Source: an optimization exercise on an open RTL-to-GDS flow (aim: small area, a short achievable clock period and few clock cycles). Production flows keep margins and buffers that such runs may drop. The RTL was checked by simulation tests, not by an equivalence proof against the original design.

## flow/design.v

```verilog
module SORT_IP #(
  parameter IP_WIDTH = 8   
) (
  IN_character,   
  IN_weight,   
  OUT_character
);
  input [IP_WIDTH*4-1:0] IN_character;   
  input [IP_WIDTH*5-1:0] IN_weight;   
  output reg [IP_WIDTH*4-1:0] OUT_character;
  integer i, j, toBeInsert;
  generate
    case (IP_WIDTH)   
      2: begin : _7_9
        reg [3:0] ary0[0:1];
        reg [4:0] w0[0:1];
        always @(*) begin
          for (i = 0; i < 2; i = i + 1) begin
            ary0[i] = IN_character[4*(1-i)+:4];
            w0[i]   = IN_weight[5*(1-i)+:5];
          end
          if (w0[0] < w0[1]) OUT_character = {ary0[1], ary0[0]};
          else OUT_character = {ary0[0], ary0[1]};
        end
      end
    endcase
  endgenerate
endmodule
module HT_TOP (
  input clk,
  input rst_n,
  input in_valid,
  input [2:0] in_weight,   
  input out_mode,
  output reg out_valid,
  output reg out_code
);
  parameter IDLE = 0, EAT = 1, CALC = 2, OUTPUT = 3;
  integer i;
  reg [1:0] state;
  reg [2:0] char;   
  reg [3:0] cnt;   
  reg [3:0] node_reg[0:7];   
  wire [3:0] node_wire[0:7];
  reg [4:0] _weight[0:7];   
  reg [4:0] weight[0:8];   
  reg mode;
  reg [6:0] encode[0:7];
  reg [2:0] set[0:7], ptr[0:7];
  reg flag;
  reg zero[0:7];
  TWO_MIN_IP FIND (
    .IN_character({
      node_reg[0],
      node_reg[1],
      node_reg[2],
      node_reg[3],
      node_reg[4],
      node_reg[5],
      node_reg[6],
      node_reg[7]
    }),
    .IN_weight({
      weight[node_reg[0]],
      weight[node_reg[1]],
      weight[node_reg[2]],
      weight[node_reg[3]],
      weight[node_reg[4]],
      weight[node_reg[5]],
      weight[node_reg[6]],
      weight[node_reg[7]]
    }),
    .OUT_character({
      node_wire[0],
      node_wire[1],
      node_wire[2],
      node_wire[3],
      node_wire[4],
      node_wire[5],
      node_wire[6],
      node_wire[7]
    })
  );
  localparam A = 0;
  localparam B = 1;
  localparam C = 2;
  localparam E = 3;
  localparam I = 4;
  localparam L = 5;
  localparam O = 6;
  localparam V = 7;
  always @(posedge clk) begin
    if (state == IDLE) if (in_valid) mode <= out_mode;
  end
  always @(posedge clk) begin
    if (cnt[3] == 0)   
      _weight[cnt] <= {2'b0, in_weight};
    else begin   
      case (cnt)
        8, 9, 10, 11, 12, 13:
        _weight[node_wire[7]] <= _weight[node_wire[6]] + _weight[node_wire[7]];
      endcase
    end
  end
  always @(posedge clk) begin
    if (state == IDLE && !in_valid) begin
      cnt <= 0;
    end else cnt <= cnt + 1;
  end
  always @(*) begin
    for (i = 0; i < 8; i = i + 1) zero[i] = ptr[i] == 0;
  end
  always @(posedge clk) begin
    if (state == IDLE) for (i = 0; i < 8; i = i + 1) node_reg[i] <= i;   
    else if (state == CALC) begin   
      {node_reg[0], node_reg[1], node_reg[2], node_reg[3], 
      node_reg[4], node_reg[5], node_reg[6], node_reg[7]} <= 
    {
        4'd8,   
        node_wire[0],
        node_wire[1],
        node_wire[2],
        node_wire[3],
        node_wire[4],
        node_wire[5],
        node_wire[7]   
      };
    end
  end
  always @(*) begin
    for (i = 0; i < 8; i = i + 1) weight[i] = _weight[i];
    weight[8] = 31;   
  end
  always @(posedge clk) begin
    if (state == IDLE) char <= I;
    else if (char == E && zero[E] || char == B && zero[B]) char <= I;
    else if (state == OUTPUT) begin
      case (1)
        char == I: if (zero[I]) char <= mode == 0 ? L : C;
        char == A: if (zero[A]) char <= B;
        char == C: if (zero[C]) char <= L;
        char == L: if (zero[L]) char <= mode == 0 ? O : A;
        char == O: if (zero[O]) char <= V;
        char == V: if (zero[V]) char <= E;
        default:   char <= char;
      endcase
    end
  end
  always @(posedge clk, negedge rst_n) begin
    if (!rst_n) state <= IDLE;
    else begin
      case (1)
        state == OUTPUT: begin
          if (char == E && zero[E] || char == B && zero[B]) state <= IDLE;
        end
        state == CALC: begin
          if (cnt == 14) state <= OUTPUT;
        end
        state == EAT: if (cnt == 7) state <= CALC;
        in_valid: state <= EAT;
      endcase
    end
  end
  always @(posedge clk) begin
    if (state == IDLE) begin
      for (i = 0; i < 8; i = i + 1) begin
        encode[i] <= 8'b0;
        ptr[i] <= 3'd0;
      end
    end else if (state == CALC) begin
      for (i = 0; i < 8; i = i + 1) begin
        if (set[i] == set[node_wire[6]]) begin   
          if (cnt != 14) ptr[i] <= ptr[i] + 1;
        end else if (set[i] == set[node_wire[7]]) begin   
          encode[i][ptr[i]] <= 1'b1;
          if (cnt != 14) ptr[i] <= ptr[i] + 1;
        end else begin   
          if (cnt == 14) begin
            ptr[i] <= ptr[i] - 1;   
          end
        end
      end
    end else if (state == OUTPUT) begin
      if (!zero[char]) ptr[char] <= ptr[char] - 1;
    end
  end
  always @(posedge clk) begin
    if (state == IDLE) begin
      for (i = 0; i < 8; i = i + 1) begin
        set[i] <= i;
      end
    end else begin
      case (cnt)
        8, 9, 10, 11, 12, 13: begin
          for (i = 0; i < 8; i = i + 1) begin   
            if (set[i] == set[node_wire[6]]) begin   
              set[i] <= set[node_wire[7]];   
            end
          end
        end
      endcase
    end
  end
  always @(posedge clk, negedge rst_n) begin
    if (!rst_n) out_valid <= 0;
    else if (state == CALC) begin
      if (cnt == 14) out_valid <= 1;
    end else if (char == E && zero[E] || char == B && zero[B]) out_valid <= 0;
  end
  always @(*) begin
    if (state != OUTPUT) out_code = 0;
    else out_code = encode[char][ptr[char]];
  end
endmodule
module TWO_MIN_IP (
  input [31:0] IN_character,   
  input [39:0] IN_weight,   
  output reg [31:0] OUT_character
);
  integer i, toBeInsert;
  wire [3:0] prearr0[0:1];
  reg [3:0] arr0[0:7], arr1[0:7];
  reg [4:0] w0[0:7], w1[0:7];
  integer
    r_gold_candidate13,
    r_gold_loser13,
    r_gold_candidate57,
    r_gold_loser57,
    r_gold,
    r_subgold,
    r_best_silver,
    r_silver,
    l_gold_candidate02,
    l_gold_candidate46,
    l_gold,
    silver,
    gold,
    idx[0:7];
  SORT_IP #(   
    .IP_WIDTH(2)
  ) SORT (
    .IN_character(IN_character[31:24]),
    .IN_weight(IN_weight[39:30]),
    .OUT_character({prearr0[0], prearr0[1]})
  );
  always @(*) begin
    {arr0[0], arr0[1]} = {prearr0[0], prearr0[1]};
    for (i = 2; i < 8; i = i + 1) arr0[i] = IN_character[4*(7-i)+:4];
    for (i = 0; i < 8; i = i + 1) w0[i] = IN_weight[5*(7-i)+:5];
    if (w0[0] < w0[1]) begin   
      {w0[0], w0[1]} = {w0[1], w0[0]};
    end
    if (w0[2] < w0[3]) begin   
      {arr0[2], arr0[3]} = {arr0[3], arr0[2]};
      {w0[2], w0[3]} = {w0[3], w0[2]};
    end
    if (w0[4] < w0[5]) begin   
      {arr0[4], arr0[5]} = {arr0[5], arr0[4]};
      {w0[4], w0[5]} = {w0[5], w0[4]};
    end
    if (w0[6] < w0[7]) begin   
      {arr0[6], arr0[7]} = {arr0[7], arr0[6]};
      {w0[6], w0[7]} = {w0[7], w0[6]};
    end
    {idx[0], idx[1], idx[2], idx[3], idx[4], idx[5], idx[6], idx[7]} = {
      0, 1, 2, 3, 4, 5, 6, 7
    };
    r_gold_candidate13 = idx[3];
    r_gold_loser13 = idx[1];
    r_gold_candidate57 = idx[7];
    r_gold_loser57 = idx[5];
    if (w0[idx[1]] < w0[idx[3]]) begin   
      r_gold_candidate13 = idx[1];
      r_gold_loser13 = idx[3];
      {idx[1], idx[3]} = {idx[3], idx[1]};
    end
    if (w0[idx[5]] < w0[idx[7]]) begin   
      r_gold_candidate57 = idx[5];
      r_gold_loser57 = idx[7];
      {idx[5], idx[7]} = {idx[7], idx[5]};
    end
    gold = r_gold_candidate57;
    r_subgold = r_gold_candidate13;
    r_best_silver = r_gold_loser57;
    if (w0[idx[3]] < w0[idx[7]]) begin
      gold = r_gold_candidate13;
      r_subgold = r_gold_candidate57;
      r_best_silver = r_gold_loser13;
    end
    case (1)
      w0[r_subgold] > w0[r_best_silver]: r_silver = r_best_silver;
      w0[r_subgold] == w0[r_best_silver]:
      r_silver = r_subgold < r_best_silver ? r_best_silver : r_subgold;
      w0[r_subgold] < w0[r_best_silver]: r_silver = r_subgold;
      default: r_silver = 0;
    endcase
    if (w0[idx[0]] < w0[idx[2]]) begin
      l_gold_candidate02 = idx[0];
    end else l_gold_candidate02 = idx[2];
    if (w0[idx[4]] < w0[idx[6]]) begin
      l_gold_candidate46 = idx[4];
    end else l_gold_candidate46 = idx[6];
    if (w0[l_gold_candidate02] < w0[l_gold_candidate46]) begin
      l_gold = l_gold_candidate02;
    end else l_gold = l_gold_candidate46;
    case (1)
      w0[r_silver] > w0[l_gold]: silver = l_gold;
      w0[r_silver] == w0[l_gold]:
      silver = r_silver < l_gold ? l_gold : r_silver;
      w0[r_silver] < w0[l_gold]: silver = r_silver;
      default: silver = 0;
    endcase
    case ({
      silver, gold
    })
      {
        32'd0, 32'd1
      }, {
        32'd1, 32'd0
      } : begin
        {arr1[0], arr1[1], arr1[2], arr1[3], arr1[4], arr1[5]} = {
          arr0[2], arr0[3], arr0[4], arr0[5], arr0[6], arr0[7]
        };
      end
      {
        32'd0, 32'd2
      }, {
        32'd2, 32'd0
      } : begin
        {arr1[0], arr1[1], arr1[2], arr1[3], arr1[4], arr1[5]} = {
          arr0[1], arr0[3], arr0[4], arr0[5], arr0[6], arr0[7]
        };
      end
      {
        32'd0, 32'd3
      }, {
        32'd3, 32'd0
      } : begin
        {arr1[0], arr1[1], arr1[2], arr1[3], arr1[4], arr1[5]} = {
          arr0[1], arr0[2], arr0[4], arr0[5], arr0[6], arr0[7]
        };
      end
      {
        32'd0, 32'd4
      }, {
        32'd4, 32'd0
      } : begin
        {arr1[0], arr1[1], arr1[2], arr1[3], arr1[4], arr1[5]} = {
          arr0[1], arr0[2], arr0[3], arr0[5], arr0[6], arr0[7]
        };
      end
      {
        32'd0, 32'd5
      }, {
        32'd5, 32'd0
      } : begin
        {arr1[0], arr1[1], arr1[2], arr1[3], arr1[4], arr1[5]} = {
          arr0[1], arr0[2], arr0[3], arr0[4], arr0[6], arr0[7]
        };
      end
      {
        32'd0, 32'd6
      }, {
        32'd6, 32'd0
      } : begin
        {arr1[0], arr1[1], arr1[2], arr1[3], arr1[4], arr1[5]} = {
          arr0[1], arr0[2], arr0[3], arr0[4], arr0[5], arr0[7]
        };
      end
      {
        32'd0, 32'd7
      }, {
        32'd7, 32'd0
      } : begin
        {arr1[0], arr1[1], arr1[2], arr1[3], arr1[4], arr1[5]} = {
          arr0[1], arr0[2], arr0[3], arr0[4], arr0[5], arr0[6]
        };
      end
      {
        32'd1, 32'd2
      }, {
        32'd2, 32'd1
      } : begin
        {arr1[0], arr1[1], arr1[2], arr1[3], arr1[4], arr1[5]} = {
          arr0[0], arr0[3], arr0[4], arr0[5], arr0[6], arr0[7]
        };
      end
      {
        32'd1, 32'd3
      }, {
        32'd3, 32'd1
      } : begin
        {arr1[0], arr1[1], arr1[2], arr1[3], arr1[4], arr1[5]} = {
          arr0[0], arr0[2], arr0[4], arr0[5], arr0[6], arr0[7]
        };
      end
      {
        32'd1, 32'd4
      }, {
        32'd4, 32'd1
      } : begin
        {arr1[0], arr1[1], arr1[2], arr1[3], arr1[4], arr1[5]} = {
          arr0[0], arr0[2], arr0[3], arr0[5], arr0[6], arr0[7]
        };
      end
      {
        32'd1, 32'd5
      }, {
        32'd5, 32'd1
      } : begin
        {arr1[0], arr1[1], arr1[2], arr1[3], arr1[4], arr1[5]} = {
          arr0[0], arr0[2], arr0[3], arr0[4], arr0[6], arr0[7]
        };
      end
      {
        32'd1, 32'd6
      }, {
        32'd6, 32'd1
      } : begin
        {arr1[0], arr1[1], arr1[2], arr1[3], arr1[4], arr1[5]} = {
          arr0[0], arr0[2], arr0[3], arr0[4], arr0[5], arr0[7]
        };
      end
      {
        32'd1, 32'd7
      }, {
        32'd7, 32'd1
      } : begin
        {arr1[0], arr1[1], arr1[2], arr1[3], arr1[4], arr1[5]} = {
          arr0[0], arr0[2], arr0[3], arr0[4], arr0[5], arr0[6]
        };
      end
      {
        32'd2, 32'd3
      }, {
        32'd3, 32'd2
      } : begin
        {arr1[0], arr1[1], arr1[2], arr1[3], arr1[4], arr1[5]} = {
          arr0[0], arr0[1], arr0[4], arr0[5], arr0[6], arr0[7]
        };
      end
      {
        32'd2, 32'd4
      }, {
        32'd4, 32'd2
      } : begin
        {arr1[0], arr1[1], arr1[2], arr1[3], arr1[4], arr1[5]} = {
          arr0[0], arr0[1], arr0[3], arr0[5], arr0[6], arr0[7]
        };
      end
      {
        32'd2, 32'd5
      }, {
        32'd5, 32'd2
      } : begin
        {arr1[0], arr1[1], arr1[2], arr1[3], arr1[4], arr1[5]} = {
          arr0[0], arr0[1], arr0[3], arr0[4], arr0[6], arr0[7]
        };
      end
      {
        32'd2, 32'd6
      }, {
        32'd6, 32'd2
      } : begin
        {arr1[0], arr1[1], arr1[2], arr1[3], arr1[4], arr1[5]} = {
          arr0[0], arr0[1], arr0[3], arr0[4], arr0[5], arr0[7]
        };
      end
      {
        32'd2, 32'd7
      }, {
        32'd7, 32'd2
      } : begin
        {arr1[0], arr1[1], arr1[2], arr1[3], arr1[4], arr1[5]} = {
          arr0[0], arr0[1], arr0[3], arr0[4], arr0[5], arr0[6]
        };
      end
      {
        32'd3, 32'd4
      }, {
        32'd4, 32'd3
      } : begin
        {arr1[0], arr1[1], arr1[2], arr1[3], arr1[4], arr1[5]} = {
          arr0[0], arr0[1], arr0[2], arr0[5], arr0[6], arr0[7]
        };
      end
      {
        32'd3, 32'd5
      }, {
        32'd5, 32'd3
      } : begin
        {arr1[0], arr1[1], arr1[2], arr1[3], arr1[4], arr1[5]} = {
          arr0[0], arr0[1], arr0[2], arr0[4], arr0[6], arr0[7]
        };
      end
      {
        32'd3, 32'd6
      }, {
        32'd6, 32'd3
      } : begin
        {arr1[0], arr1[1], arr1[2], arr1[3], arr1[4], arr1[5]} = {
          arr0[0], arr0[1], arr0[2], arr0[4], arr0[5], arr0[7]
        };
      end
      {
        32'd3, 32'd7
      }, {
        32'd7, 32'd3
      } : begin
        {arr1[0], arr1[1], arr1[2], arr1[3], arr1[4], arr1[5]} = {
          arr0[0], arr0[1], arr0[2], arr0[4], arr0[5], arr0[6]
        };
      end
      {
        32'd4, 32'd5
      }, {
        32'd5, 32'd4
      } : begin
        {arr1[0], arr1[1], arr1[2], arr1[3], arr1[4], arr1[5]} = {
          arr0[0], arr0[1], arr0[2], arr0[3], arr0[6], arr0[7]
        };
      end
      {
        32'd4, 32'd6
      }, {
        32'd6, 32'd4
      } : begin
        {arr1[0], arr1[1], arr1[2], arr1[3], arr1[4], arr1[5]} = {
          arr0[0], arr0[1], arr0[2], arr0[3], arr0[5], arr0[7]
        };
      end
      {
        32'd4, 32'd7
      }, {
        32'd7, 32'd4
      } : begin
        {arr1[0], arr1[1], arr1[2], arr1[3], arr1[4], arr1[5]} = {
          arr0[0], arr0[1], arr0[2], arr0[3], arr0[5], arr0[6]
        };
      end
      {
        32'd5, 32'd6
      }, {
        32'd6, 32'd5
      } : begin
        {arr1[0], arr1[1], arr1[2], arr1[3], arr1[4], arr1[5]} = {
          arr0[0], arr0[1], arr0[2], arr0[3], arr0[4], arr0[7]
        };
      end
      {
        32'd5, 32'd7
      }, {
        32'd7, 32'd5
      } : begin
        {arr1[0], arr1[1], arr1[2], arr1[3], arr1[4], arr1[5]} = {
          arr0[0], arr0[1], arr0[2], arr0[3], arr0[4], arr0[6]
        };
      end
      {
        32'd6, 32'd7
      }, {
        32'd7, 32'd6
      } : begin
        {arr1[0], arr1[1], arr1[2], arr1[3], arr1[4], arr1[5]} = {
          arr0[0], arr0[1], arr0[2], arr0[3], arr0[4], arr0[5]
        };
      end
      default: begin
        {arr1[0], arr1[1], arr1[2], arr1[3], arr1[4], arr1[5]} = 24'b0;
      end
    endcase
    arr1[6] = arr0[silver];
    arr1[7] = arr0[gold];
    OUT_character = {
      arr1[0], arr1[1], arr1[2], arr1[3], arr1[4], arr1[5], arr1[6], arr1[7]
    };
  end
endmodule
```

## flow/run.sh

```bash
#!/bin/bash
# synth_recipe.tcl (not shown) runs the flow's synth.tcl, then flattens the netlist and writes it again
# the make line also repeats each setting of config.mk as NAME=value (left out here)
make -C /OpenROAD-flow-scripts/flow DESIGN_CONFIG=/design/flow/config.mk WORK_HOME=/design/flow/orfs CLKGATE_MAP_FILE= SYNTH_SCRIPT=/design/flow/synth_recipe.tcl finish
```

## flow/config.mk

```make
export PLATFORM = sky130hd
export DESIGN_NAME = HT_TOP
export DESIGN_NICKNAME = HT_TOP
export VERILOG_FILES = /design/flow/design.v
export SDC_FILE = /design/flow/constraint.sdc
export NUM_CORES = 4
export LEC_CHECK = 0
export CAP_MARGIN = 20
export CORE_MARGIN = 2
export CORE_UTILIZATION = 40
export SLEW_MARGIN = 20
```

## flow/constraint.sdc

```tcl
create_clock -name core_clock -period 15.0 [get_ports {clk}]
set_input_delay 3.0000 -clock core_clock [delete_from_list [all_inputs] [get_ports {clk}]]
set_output_delay 3.0000 -clock core_clock [all_outputs]
set_load 0.01 [all_outputs]
```

==> results by group <==
Status
  – Outcome: finished clean

Cells and area
  – Max reg flops: 56
  – Ratio of cells with drive above 1 in the final layout: 11.9%
  – Final core utilization: between 40% and 50%
  – # diodes: 0
  – Layout area overhead: 8.49%
  – # fillers: around 4700
  – Final nets: 2550

GRT
  – Vias in the first global route: ~18000
  – Pin count of the biggest net entering global routing: 51
  – GRT Overall Usage: between 30 and 40%
  – Initial antenna violation count: 0
  – First-pass GRT wire length: around 110 mm
  – GRT overflow: 0

Logic synthesis
  – Synth warn: 15
  – Cells after synthesis: between 2000 and 3000
  – Async set-reset flop share out of synthesis: approximately 1.6%
  – Seq cells post-synth: around 180
  – EDFF count, synth: 41
  – Commonest cells post-synth: nor2_1, nand2_1, a21oi_1, o21ai_0, dfxtp_1
  – Synth top area share: 14.7%
  – Mean area per synthesized cell: between 7 and 8 um2
  – Count leader, synth: nor2_1
  – Mapped Area: 19000 um2
  – Seq/Total Area, Yosys: a little over a fifth
  – Syn_nets: 2625
  – Top post-synthesis cells by area: dfxtp_1, ha_1, edfxtp_1
  – Top cell type by total area after synthesis: dfxtp_1
  – Synth Flop Type: dfxtp_1
  – Cell variety after synth: 102

Clock network
  – Worst-path clk slew: 0.08 ns
  – Hold Buf Count CTS: 0
  – Clk buf depth: 2
  – Htree depth: 4
  – CTS tree: yes
  – Clk Latency, worst-skew pair: 0.48 ns
  – CTS Buf Count: 17
  – Root buffer cell: clkbuf_16
  – Clock Sinks: ~180

STA
  – Slew HR: about 25%
  – Worst-Margin Slew: ~1.1 ns
  – Final hold vios: 0
  – Final setup vio count: 0
  – Max Clk Rate: 69.4 MHz
  – Final Skew: between 0.015 and 0.02 ns
  – Fin crit share: between 90% and 100%
  – Max-slew violations: 0
  – Fin crit period: 14.40 ns
  – Final WS setup: 0.598 ns

Critical path
  – Crit end category: flip-flop
  – Worst-path maximum fanout: 16
  – Slowest stage cell, crit path: a211oi_1
  – Worst path required time: 15.36 ns
  – Slowest stage delay, CP: approximately 0.56 ns
  – Startpoint types: flip-flop
  – Crit path arrival time: ~15 ns
  – R2R Setup Slk: 0.60 ns
  – Crit Path Class: reg2reg

Min path
  – HP Class: reg2reg

Floorplanning
  – Starting Density: 40.7%
  – Cell Rows: 79
  – Total die area: 49400 um2
  – I/O pin cnt: 9
  – Vert. Die Dim: approximately 220 um
  – Core area: about 47000 um2
  – Die Span X: between 200 and 250 um

Detailed routing
  – WL per Instance: between 20 and 30 um
  – DRT Pass-1 Iters: 8
  – Routed Antenna Nets: 0
  – DRC: 0
  – DR vias/cell: ~6.7
  – Final WL: around 77 mm
  – DRT iter0 DRCs: 2772
  – Via Count: around 20000

Placement
  – Placement Setup Slack: -0.0363 ns
  – I/O Buffers: 8
  – Post-DP HPWL: 56.8 mm
  – Final RePlAce weighted congestion: 0.993

Flow run
  – MaxCap Viol Count: 0
-- final timing paths --
| path | startpoint | end | cells after the start |
|---|---|---|---|
| hold / removal | encode[6][0] | encode[6][0] | 2 |
| setup reg to reg | node_reg[6][0] | ptr[2][0] | 63 |
| hold reg to reg | encode[6][0] | encode[6][0] | 2 |
| min in group asynchronous | rst_n | out_valid | 1 |
| setup / recovery | node_reg[6][0] | ptr[2][0] | 63 |
| max in group asynchronous | rst_n | state[0] | 1 |
-- through the flow --
step           std cells  hold WS (ns)  TNS, ns  cell area, um2
6_report            3059         0.463        0           20700
5_1_grt             3059         0.479    -1.04           20700
4_1_cts             3049         0.466        0           20400
3_5_place_dp        3017         0.450  -0.0875           19700
3_3_place_gp        3017         0.445        0           19700
2_1_floorplan       2514         0.426        0           19000
-- kinds of logic after synthesis --
| kind of cell | after synthesis | share of synthesized area [%] |
|---|---|---|
| compound gates | 836 | 30.4 |
| xor+xnor | 56 | 2.58 |
| fa+ha+maj | 104 | 6.87 |
| buf+inv | 305 | 6.30 |
| flops | 184 | 21.6 |
| mux | 186 | 11.6 |
| simple gates | 843 | 20.7 |
-- worst max-delay path: cells and delay by family, from the launching register on --
| family | cells | cell delay [ns] |
|---|---|---|
| AO/OA/AOI/OAI | 30 | 7.09 |
| adder cells (fa/ha/maj) | 5 | 1.52 |
| buffers and inverters | 7 | 1.46 |
| flip-flops | 1 | 0.44 |
| multiplexers | 2 | 0.52 |
| AND/OR/NAND/NOR | 19 | 3.17 |
-- layer usage --
| layer | share of wire (%) | GRT usage, % |
|---|---|---|
| met1 | 44 | 44.0 |
| met2 | 41 | 43.4 |
| met3 | 11 | 6.31 |
| met4 | 3.1 | 9.81 |
| met5 | 0 | 0 |
-- cell type report --
type / instances / area (um2) / share of cell area (%)
multi-input cells: 2026 / 14000 / 67.7
flip-flops and latches: 184 / 4130 / 20.0
repair buffers: 101 / 778 / 3.77
well taps: 607 / 759 / 3.68
clock buffers: 17 / 425 / 2.06
inverters: 109 / 413 / 2.00
clock inverters: 15 / 169 / 0.818
-- cell usage in the layout (no fill, tap or decap), types with 13 or more instances in the layout --
cell type / netlist / layout
nand2_1: 256 / 256
edfxtp_1: 41 / 41
o221ai_1: 17 / 17
o211ai_1: 38 / 38
inv_1: 106 / 106
and3_1: 24 / 24
o22ai_1: 36 / 36
a31oi_1: 43 / 42
ha_1: 103 / 101
a21o_1: 24 / 24
nor3_1: 64 / 64
and2_1: 20 / 20
mux4_2: 24 / 24
nor2b_1: 30 / 30
nand3_1: 49 / 49
nor2_1: 262 / 260
clkbuf_16: 0 / 17
or3_1: 18 / 18
o21a_1: 13 / 13
a21oi_1: 202 / 195
dfxtp_2: 0 / 13
a211oi_1: 53 / 48
nand2b_1: 26 / 26
a22oi_1: 22 / 22
xnor2_1: 49 / 46
mux2i_1: 122 / 122
or2_2: 14 / 14
buf_4: 2 / 93
nand3b_1: 13 / 13
a221oi_1: 30 / 29
mux2_2: 37 / 37
a211o_1: 15 / 15
o21ai_0: 148 / 146
a311oi_1: 13 / 13
dfxtp_1: 140 / 127
-- timing repair --
action	in CTS	in global routing
cloned	0	1
pin swaps	0	7
resized for setup	1	50
buffers inserted	0	9
setup endpoints to repair	4	149
Testbench counts, summed over its fixed seeds: cycles 32,151.

==> what the ideal ports hide <==
How much do the figures lean on ideal ports? The routed layout below was timed once more, with nothing changed but the port constraints. Step 1 assumes that a clkbuf_16 drives the clock port and a buf_2 every other input. Step 2 also shifts input and output timing later by t, the mid clock arrival at the registers, as if the neighbouring blocks saw the same clock. Three values: ideal ports, drivers, drivers and shift; two values: the first two.
t, ns: 0.527
setup slack, ns: 0.598 / 0.598 / 0.598
hold WS [ns]: 0.463 / 0.463 / 0.463
After both steps this run still meets setup and hold. The setup slack of this run moves by 0.000 ns with the drivers and by 0.000 ns with both steps.
